Context: an optimization exercise on an open-source flow, tuned for small area, a short achievable clock period and few clock cycles per item. The choices shown serve that exercise and are no tape-out recipe.
Function was checked by simulation only, so behaviour that the tests miss may differ from the original.
Power figures rest on the tool's default switching activity, not on a simulated workload.

==> design.v <==
module sqrt_mult_system (
    input clk_i,
    input rst_i,
    input start_i,
    input [7:0] a_bi,
    input [7:0] b_bi,
    output [15:0] result,
    output done
);
    function [3:0] isqrt;
        input [7:0] x;
        integer k;
        begin
            isqrt = 4'd0;
            for (k = 1; k < 16; k = k + 1)
                if (x >= k * k) isqrt = k;
        end
    endfunction
    reg        done_r;
    reg [11:0] res_r;
    always @(posedge clk_i) begin
        done_r <= start_i & ~rst_i;
        res_r  <= a_bi * isqrt(b_bi);
    end
    assign result = {4'b0, res_r};
    assign done   = done_r;
endmodule
==> run.sh <==
#!/bin/bash
# synth_recipe.tcl (not shown) runs the flow's synth.tcl, then flattens the netlist and writes it again
# the make line also repeats each setting of config.mk as NAME=value (left out here)
make -C /OpenROAD-flow-scripts/flow DESIGN_CONFIG=/design/flow/config.mk WORK_HOME=/design/flow/orfs CLKGATE_MAP_FILE= SYNTH_SCRIPT=/design/flow/synth_recipe.tcl finish
==> config.mk <==
export PLATFORM = sky130hd
export DESIGN_NAME = sqrt_mult_system
export DESIGN_NICKNAME = sqrt_mult_system
export VERILOG_FILES = /design/flow/design.v
export SDC_FILE = /design/flow/constraint.sdc
export NUM_CORES = 4
export LEC_CHECK = 0
export CAP_MARGIN = 20
export CORE_MARGIN = 2
export CORE_UTILIZATION = 40
export SLEW_MARGIN = 20
==> constraint.sdc <==
create_clock -name core_clock -period 5.0 [get_ports {clk_i}]
set_input_delay 1.0000 -clock core_clock [delete_from_list [all_inputs] [get_ports {clk_i}]]
set_output_delay 1.0000 -clock core_clock [all_outputs]
set_load 0.01 [all_outputs]
==> flow_summary.json, run 1 <==
{
  "drive_above_1_share_pct": 3.85,
  "finalCritPeriodShare_pct": 92.5,
  "clock-sinks": 13,
  "synthArstFlopShare_pct": 0,
  "synth.cell_area_um2": 1450,
  "dr.pass1.iters": 4,
  "initial_core_util_pct": 42.4,
  "maxSlewHeadroom_pct": 64.1,
  "synth_edf_count": 0,
  "ys_ff_latch": 13,
  "grt_pass1_wl_um": 4760,
  "vdd_drop_max_uv": 90.8,
  "cp-end-kind": "flip-flop",
  "cts_buffers": 3,
  "leakagePower_uw": 0.000819,
  "place_hpwl_um": 2260,
  "hold_start": "rst_i",
  "hold_violations": 0,
  "dieArea_um2": 4120,
  "ios": 36,
  "die_x_um": 64.2,
  "ys_top_cells_by_area": "dfxtp_1 18%, fa_1 17%, ha_1 14%, inv_1 6.2%, and2_1 6.0%",
  "cts.hold.buffers_added": 0,
  "cts-resized-gates": 0,
  "maxCapViolations": 0,
  "yosysSeqAreaShare_pct": 18.0,
  "clkTransAtPathRegs_ps": 80,
  "antenna_cells": 0,
  "grt_antenna_before_repair": 0,
  "worstMarginPinSlew_ps": 538,
  "num-nets-final": 256,
  "rsz0062_at_grt": "false",
  "vias_per_cell": 4.89,
  "synth-main-ff-cell": "dfxtp_1",
  "yosysWarnings": 1,
  "post-route-util_pct": 53.0,
  "wl_um": 2700,
  "ys_types": 38,
  "grt_max_degree": 12,
  "maxSlewViolCount": 0,
  "start_kind": "primary input",
  "fmax_ghz": 0.216,
  "cp.required_ps": 5180,
  "outcome": "timing/DRC/antenna clean",
  "grt_use_total_pct": 14.5,
  "synth_top_area_share_pct": 18.0,
  "coreArea_um2": 3420,
  "synth_top_cell_by_area": "dfxtp_1",
  "postSynthAreaPerCell_um2": 8.23,
  "final.fill_count": 321,
  "root_buffer": "clkbuf_4",
  "drc": 0,
  "place_congestion": 0.829,
  "fin_crit_ps": 4630,
  "rows": 21,
  "first_iter_violations": 36,
  "grt_remaining_overflow": 0,
  "cts_tree": "done",
  "path_class": "primary input to flip-flop",
  "dieHeight_um": 64.2,
  "first_global_vias": 1151,
  "arrival_ps": 4800,
  "setup.worst_path.start": "b_bi[7]",
  "vias": 1241,
  "synthCells": 176,
  "fin_tns_setup_ps": 0,
  "cts_setup_buffers": 0,
  "clockBufferDepth": 2,
  "port_buffers": 31,
  "worstPathMaxFanout": 11,
  "hold_path_class": "primary input to flip-flop",
  "area_growth_pct": 25.0,
  "h-tree-depth": 1,
  "p_per_area_nw_per_um2": 310,
  "wl_per_cell_um": 10.6,
  "hold-worst-slack_ps": 1260,
  "setup_viol": 0,
  "ant_nets": 0
}
[layout by cell type (no fill, tap or decap), drive strengths merged, types with 2 or more instances in the layout]
cell | netlist | routed
a21oi | 7 | 7
a32o | 2 | 2
and2 | 14 | 14
buf | 8 | 2
clkbuf | 0 | 4
clkdlybuf4s50 | 0 | 31
conb | 1 | 4
dfxtp | 13 | 13
fa | 12 | 12
ha | 16 | 16
inv | 24 | 24
nand2 | 15 | 15
nand3 | 4 | 4
nand4 | 2 | 2
nor2 | 12 | 12
nor2b | 7 | 7
nor3 | 5 | 5
o21a | 2 | 2
o21ai | 10 | 10
o31ai | 2 | 2
xnor2 | 5 | 5
[sequential cells by signal (all words and copies together), names as in the netlist]
signal	flops
res_r	12
done_r	1
[stage by stage]
stage	std cells	power (uW)	setup slack (ps)	area, um^2
2_1_floorplan	179	371	974	1460
3_3_place_gp	250	495	249	1790
3_5_place_dp	250	495	105	1790
4_1_cts	254	566	397	1810
5_1_grt	254	617	24.2	1810
6_report	254	562	375	1810
[area by class of cell]
type / instances / area, um^2 / area share (%)
Multi-Input combinational cell: 134 / 1050 / 58.1
Inverter: 24 / 90.1 / 4.97
Timing Repair Buffer: 33 / 325 / 18.0
Clock buffer: 4 / 26.3 / 1.45
Sequential cell: 13 / 260 / 14.4
Tap cell: 46 / 57.6 / 3.18
[logic make-up (layout without fill, tap and decap cells)]
kind of cell	count (synthesis)	count (layout)	share of synthesized area, %
multiplexers	1	1	0.691
XOR/XNOR	6	6	3.63
buffers and inverters	32	61	10.2
flip-flops	13	13	18.0
other	1	4	0.259
adder cells (fa/ha/maj)	28	28	30.4
AO/OA/AOI/OAI	31	31	13.8
AND/OR/NAND/NOR	64	64	23.1
[Yosys cell counts (5+ instances only)]
cell type  instances
and2_1            14
ha_1              16
xnor2_1            5
o21ai_0            9
fa_1              12
buf_4              7
inv_1             24
nor2_1            12
dfxtp_1           13
a21oi_1            7
nor2b_1            7
nand2_1           15
[worst max-delay path, stage by stage]
cell and delay [ps]:
clkdlybuf4s50_1 650, nor3b_1 240, nor3_1 70, a21oi_1 430, nand2_1 140, fa_1 480
fa_1 540, inv_1 40, ha_1 380, nand3_1 130, a21boi_0 270, nor2_1 110
o311ai_0 330
[power breakdown]
group / switching (uW) / internal, uW
clock network: 36.2 / 31.1
registers: 8.14 / 144
logic: 165 / 177
[worst paths after layout]
path	endpoint	slack [ps]	depth (start not counted)
setup / recovery	res_r[11]	370	13
hold / removal	done_r	1260	2
[per-layer routing]
layer,vias to the layer above,wire length (um),GRT usage (%)
met3,3,89,0.704
met1,567,1320,18.5
met4,0,34,7.18
li1,639,-,-
met2,32,1260,24.9
met5,-,0,0
Testbench counts, summed over its fixed seeds: cycles 8,000, items 4,000.
==> run 2, diff against run 1 <==
--- a/config.mk
+++ b/config.mk
@@ -8,4 +8,5 @@
 export CAP_MARGIN = 20
 export CORE_MARGIN = 2
 export CORE_UTILIZATION = 40
+export SETUP_SLACK_MARGIN = 2.8
 export SLEW_MARGIN = 20
==> run 2 against run 1 <==
  * Cell area up 23%
  * Combinational power is 38% higher
  * Power is 23% higher
  * Non-clock buffer count grew 15
  * Die area is the same
  * Routed wire length rose by 25%
  * Sequential power is essentially flat
  * Clock power hardly changed
  * Critical path depth up 4
  * Largest cell class unchanged
  * Cell count up 5.9%
  * First-iteration DRC count decreased by 8.3%
  * Highest routed layer unchanged
  * Via count grew 9.2%
  * Critical endpoint is now res_r[8]
==> flow_summary.json, run 2 <==
{
  "ant_nets": 0,
  "die_x_um": 64.2,
  "synthMuxAreaShare_pct": 0.691,
  "h-tree-depth": 1,
  "dr.pass1.iters": 4,
  "synth_top_area_share_pct": 18.0,
  "grt_remaining_overflow": 0,
  "dieArea_um2": 4120,
  "worstPathMaxFanout": 7,
  "dieHeight_um": 64.2,
  "hold-worst-slack_ps": 1250,
  "rsz0062_at_grt": "true",
  "path_class": "primary input to flip-flop",
  "wl_per_cell_um": 12.6,
  "first_iter_violations": 33,
  "ys_top_cells_by_area": "dfxtp_1 18%, fa_1 17%, ha_1 14%, inv_1 6.2%, and2_1 6.0%",
  "wl_um": 3390,
  "synth_xor_xnor_area_share_pct": 3.63,
  "port_buffers": 31,
  "grt_max_degree": 12,
  "clkTransAtPathRegs_ps": 90,
  "switching_share_pct": 37.9,
  "coreArea_um2": 3420,
  "synthAdderAreaFrac_pct": 30.4,
  "leakagePower_uw": 0.000963,
  "p_per_area_nw_per_um2": 312,
  "post-route-util_pct": 65.0,
  "vias_per_cell": 5.04,
  "dp_slack_ps": 251,
  "p_int_uw": 430,
  "worst_slack_ps": 1310,
  "synth_top_cell_by_area": "dfxtp_1",
  "largestRegisters": "res_r x12, done_r x1",
  "synth.cell_area_um2": 1450,
  "synth_edf_count": 0,
  "cp.required_ps": 5170,
  "clockBufferDepth": 2,
  "yosys.area_share.simple_pct": 23.1,
  "first_global_vias": 1335,
  "outcome": "timing/DRC/antenna clean",
  "start_kind": "primary input",
  "grt_use_total_pct": 17.7,
  "num-nets-final": 271,
  "maxCapViolations": 0,
  "ys_ff_latch": 13,
  "largest_reg_flops": 12,
  "finalCritPeriodShare_pct": 73.9,
  "synthArstFlopShare_pct": 0,
  "synth_compound_area_share_pct": 13.8,
  "cts_buffers": 3,
  "arrival_ps": 3860,
  "initial_core_util_pct": 42.4,
  "clockPowerShare_pct": 9.8,
  "root_buffer": "clkbuf_4",
  "p_sw_uw": 262,
  "drc": 0,
  "vdd_drop_max_uv": 116,
  "fmax_ghz": 0.271,
  "yosysMostFrequentCell": "inv_1",
  "synth-main-ff-cell": "dfxtp_1",
  "drive_above_1_share_pct": 32.3,
  "yosysSeqAreaShare_pct": 18.0,
  "fin_tns_setup_ps": 0,
  "fin_crit_ps": 3690,
  "cts_tree": "done",
  "yosysWarnings": 1,
  "synthCells": 176,
  "cts.hold.buffers_added": 0,
  "mostFrequentLayoutCells": "23 x clkdlybuf4s50_1, 18 x inv_1, 15 x buf_4",
  "top_register": "res_r",
  "antenna_cells": 0,
  "synth_top_cells_by_count": "24 x inv_1, 16 x ha_1, 15 x nand2_1, 14 x and2_1, 13 x dfxtp_1",
  "rows": 21,
  "setup_viol": 0,
  "place_congestion": 0.855,
  "hold_path_class": "primary input to flip-flop",
  "area_growth_pct": 53.2,
  "cp-end-kind": "flip-flop",
  "grt_antenna_before_repair": 0,
  "postSynthAreaPerCell_um2": 8.23,
  "place_hpwl_um": 2410,
  "seqPwrFrac_pct": 22.2,
  "synth_top_family_by_area": "adder cells",
  "vias": 1355,
  "comb_power_share_pct": 68.1,
  "ios": 36,
  "grt_pass1_wl_um": 5790,
  "final_common_cell": "clkdlybuf4s50_1",
  "maxSlewViolCount": 0,
  "hold_violations": 0,
  "ys_types": 38,
  "clock-sinks": 13
}
==> run 2: cell counts after synthesis <==
No cell type changed its count.
==> run 2: power by group through the flow <==
stage | combinational (uW) | sequential [uW] | clock, uW
4_1_cts | 451 | 154 | 70.1
3_3_place_gp | 376 | 155 | 0
2_1_floorplan | 226 | 177 | 0
5_1_grt | 519 | 157 | 73.9
6_report | 471 | 153 | 67.6
3_5_place_dp | 379 | 157 | 0
==> run 2: cell families (layout without fill, tap and decap cells) <==
family          Yosys count  after routing
simple gates             64             64
buf+inv                  32             76
compound gates           31             31
fa+ha+maj                28             28
flops                    13             13
xor+xnor                  6              6
other cells               1              4
mux                       1              1
==> run 2: path summary, 6_finish.rpt <==
path	depth (start not counted)	startpoint	slack, ps	end
setup / recovery	17	b_bi[7]	1310	res_r[8]
hold / removal	2	rst_i	1250	done_r
==> run 2: worst max-delay path, cell delays in order <==
cell and delay, ps:
buf_12 120, nand2_4 70, o21ai_2 70, nor3_4 220, a21oi_4 80, buf_6 130
and2_4 140, fa_1 500, inv_2 40, fa_1 510, inv_2 50, ha_4 300
o21a_1 130, o31a_1 210, o21a_1 130, nor2_1 40, xnor2_1 110
==> run 2: metal layers <==
layer / vias to the layer above / wire length, um / track usage [%]
met4: 0 / 64 / 6.38
met1: 644 / 1530 / 21.3
li1: 674 / - / -
met3: 7 / 90 / 1.94
met5: - / 0 / 0
met2: 30 / 1700 / 32.4
==> run 2: through the flow <==
| stage | cells | area (um^2) | total power [uW] |
|---|---|---|---|
| CTS | 267 | 2130 | 675 |
| global route | 269 | 2220 | 750 |
| detailed placement | 249 | 1850 | 536 |
| floorplan | 179 | 1560 | 403 |
| global placement | 249 | 1850 | 531 |
| finish | 269 | 2220 | 692 |
==> run 2: final cells by class <==
class	instances	area, um^2
Multi-Input combinational cell	134	1300
Fill cell	313	1200
Timing Repair Buffer	48	483
Sequential cell	13	260
Inverter	24	92.6
Tap cell	46	57.6
Clock buffer	4	26.3
==> run 2: what timing repair did <==
| item | in CTS | in global routing |
|---|---|---|
| resized for setup | 86 | 17 |
| setup endpoints to repair | 12 | 11 |
| setup buffers | 14 | 2 |
| pin swaps | 35 | 23 |
==> run 3, diff against run 2 <==
==> flow/run.sh (new file) <==
#!/bin/bash
cp standard.sh standard_sh_copy.log
export BUFFER_PORTS_ARGS="-buffer_cell sky130_fd_sc_hd__buf_1"
bash standard.sh > standard.log 2>&1
==> standard.sh (new file) <==
#!/bin/bash
# synth_recipe.tcl (not shown) runs the flow's synth.tcl, then flattens the netlist and writes it again
# the make line also repeats each setting of config.mk as NAME=value (left out here)
make -C /OpenROAD-flow-scripts/flow DESIGN_CONFIG=/design/flow/config.mk WORK_HOME=/design/flow/orfs CLKGATE_MAP_FILE= SYNTH_SCRIPT=/design/flow/synth_recipe.tcl "${@:-finish}"
--- a/config.mk
+++ b/config.mk
@@ -8,5 +8,4 @@
 export CAP_MARGIN = 20
 export CORE_MARGIN = 2
 export CORE_UTILIZATION = 40
-export SETUP_SLACK_MARGIN = 2.8
 export SLEW_MARGIN = 20
removed: run.sh
==> run 3 against run 2 <==
  * Still clean on timing, DRC and antenna
  * Clock power decreased by 7.5%
  * Core utilization fell by 18 points
  * Count of clock-buffer cells in the layout is the same
  * Maximum frequency down 16%
  * Via count shrank 11%
  * Cell area fell by 28%
  * Synthesized cell count unchanged
  * Largest cell class unchanged
==> flow_summary.json, run 3 <==
{
  "outcome": "timing/DRC/antenna clean",
  "vias_per_cell": 4.79,
  "ys_ff_latch": 13,
  "maxSlewHeadroom_pct": 64.6,
  "switching_share_pct": 40.8,
  "first_global_vias": 1115,
  "maxSlewViolCount": 0,
  "clock-sinks": 13,
  "root_buffer": "clkbuf_4",
  "synthArstFlopShare_pct": 0,
  "top_register": "res_r",
  "place_hpwl_um": 2190,
  "cts_setup_buffers": 0,
  "p_int_uw": 293,
  "ys_types": 38,
  "grt_use_total_pct": 13.6,
  "synth.cell_area_um2": 1450,
  "dr.pass1.iters": 4,
  "vdd_drop_max_uv": 87.8,
  "ys_top_cells_by_area": "dfxtp_1 18%, fa_1 17%, ha_1 14%, inv_1 6.2%, and2_1 6.0%",
  "yosysWarnings": 1,
  "comb_power_share_pct": 56.8,
  "largest_reg_flops": 12,
  "vias": 1206,
  "place_congestion": 0.761,
  "grt_max_degree": 15,
  "fin_total_pwr_uw": 496,
  "final_common_cell": "buf_1",
  "wl_um": 2620,
  "endpoint": "res_r[8]",
  "rows": 21,
  "critPathBufInv": 3,
  "yosysSeqAreaShare_pct": 18.0,
  "grt_antenna_before_repair": 0,
  "dp.cells": 248,
  "slowest_delay_ps": 560,
  "critPathSlowestCell": "fa_1",
  "critical_path_depth": 16,
  "rsz0062_at_grt": "false",
  "arrival_ps": 4580,
  "coreArea_um2": 3420,
  "ant_nets": 0,
  "seqPwrFrac_pct": 30.5,
  "fin_crit_ps": 4420,
  "leakagePower_uw": 0.000726,
  "clockBufferDepth": 2,
  "maxCapViolations": 0,
  "path_cells": "buf_1 > nand2_1 > o21ai_0 > nor3_1 > a21oi_1 > nand2_1 > fa_1 > inv_1 > fa_1 > inv_1 > fa_1 > nor2b_1 > o31a_1 > o21a_1 > nor2_1 > xnor2_1",
  "synth_top_cell_by_area": "dfxtp_1",
  "first_iter_violations": 42,
  "grt_remaining_overflow": 0,
  "finalCritPeriodShare_pct": 88.3,
  "clkTransAtPathRegs_ps": 70,
  "cp-end-kind": "flip-flop",
  "synth_edf_count": 0,
  "synth-main-ff-cell": "dfxtp_1",
  "cts-resized-gates": 0,
  "wl_per_cell_um": 10.4,
  "clockPowerShare_pct": 12.6,
  "initial_core_util_pct": 42.4,
  "p_per_area_nw_per_um2": 310,
  "antenna_cells": 0,
  "grt_pass1_wl_um": 4560,
  "worstPathMaxFanout": 14,
  "die_x_um": 64.2,
  "drc": 0,
  "port_buffers": 31,
  "final_cells": 252,
  "critical-path-top-delay-family": "adder cells",
  "ios": 36,
  "dieHeight_um": 64.2,
  "synth_top_cells_by_count": "24 x inv_1, 16 x ha_1, 15 x nand2_1, 14 x and2_1, 13 x dfxtp_1",
  "largestRegisters": "res_r x12, done_r x1",
  "num-nets-final": 254,
  "cts_buffers": 3,
  "area_growth_pct": 10.6,
  "postSynthAreaPerCell_um2": 8.23,
  "worstMarginPinSlew_ps": 531,
  "h-tree-depth": 1,
  "setup.worst_path.start": "b_bi[6]",
  "synth_top_area_share_pct": 18.0,
  "hold_path_class": "primary input to flip-flop",
  "hold-worst-slack_ps": 873,
  "final.fill_count": 354,
  "start_kind": "primary input",
  "p_sw_uw": 203,
  "path_class": "primary input to flip-flop",
  "yosysMostFrequentCell": "inv_1",
  "cts_tree": "done",
  "cpMostUsedCell": "fa_1",
  "synthCells": 176,
  "fmax_ghz": 0.226,
  "dieArea_um2": 4120,
  "mostFrequentLayoutCells": "31 x buf_1, 24 x inv_1, 16 x ha_1",
  "hold_violations": 0,
  "cts.hold.buffers_added": 0,
  "fin_tns_setup_ps": 0,
  "drive_above_1_share_pct": 2.91,
  "setup_viol": 0,
  "cp.required_ps": 5160
}
## run 3: area by class of cell
type	instances	area (um^2)	share of cell area (%)
timing repair buffer	31	116	7.26
sequential	13	260	16.2
tap	46	57.6	3.59
inverter	24	90.1	5.62
multi-input combinational	134	1050	65.7
clock buffer	4	26.3	1.64
## run 3: cells by family after synthesis
| group | count (synthesis) | share of synthesized area (%) |
|---|---|---|
| compound gates | 31 | 13.8 |
| xor+xnor | 6 | 3.63 |
| fa+ha+maj | 28 | 30.4 |
| buf+inv | 32 | 10.2 |
| flops | 13 | 18.0 |
| mux | 1 | 0.691 |
| other cells | 1 | 0.259 |
| simple gates | 64 | 23.1 |
## run 3: power groups by stage
stage	combinational, uW	clock [uW]	sequential, uW
2_1_floorplan	194	0	177
3_3_place_gp	282	0	154
3_5_place_dp	283	0	155
4_1_cts	286	64.9	152
5_1_grt	325	68.5	155
6_report	282	62.5	152
## run 3: metal layers
layer	global-route usage (%)	share of wire, %	up-vias	routed length, um
met4	5.59	0.69	0	18
li1	-	-	638	-
met3	0.704	3.8	3	100
met5	0	0	-	0
met1	17.8	50	536	1320
met2	23.3	45	29	1190
## run 3: how the worst min path moves through the flow
stage           from      to  depth (start not counted)
6_report       rst_i  done_r                          2
5_1_grt        rst_i  done_r                          2
4_1_cts        rst_i  done_r                          2
3_5_place_dp   rst_i  done_r                          2
3_3_place_gp   rst_i  done_r                          2
2_1_floorplan  rst_i  done_r                          1
## run 3: metrics by stage
| stage | area, um^2 | util [%] | setup slack, ps |
|---|---|---|---|
| global route | 1600 | 46.9 | 299 |
| CTS | 1600 | 46.9 | 611 |
| finish | 1600 | 46.9 | 583 |
| global placement | 1580 | 46.2 | 430 |
| floorplan | 1460 | - | 974 |
| detailed placement | 1580 | 46.2 | 322 |

-- afterwards: timing with drivers on the ports --
No port has a modelled driver above. Below, the same layouts with a new extraction and two added sets of constraints. Step 1, drivers: a clkbuf_16 drives clk_i and a buf_2 each remaining input, both assumed. Step 2 adds t to the input delays and takes it off the output delays; t is the mean of the earliest and latest rising clock arrival at the registers after step 1. Input paths then give back, and output paths get back, about the clock's delay inside the block. Three values: ideal, step 1, step 2; two values: the first two.
| run | t, ns | slack for setup (ns) | worst setup path at the end | worst data-port slew with drivers (ns) |
|---|---|---|---|---|
| run 1 | 0.307 | 0.375 / 0.371 / 0.064 | input to register | 0.03 |
| run 2 | 0.303 | 1.305 / 1.276 / 0.973 | input to register | 0.07 |
| run 3 | 0.291 | 0.583 / 0.578 / 0.287 | input to register | 0.03 |
After both steps every run listed still meets setup and hold. For run 2, which loses most, drivers alone change the setup slack by -0.029 ns; drivers and shift together by -0.332 ns.
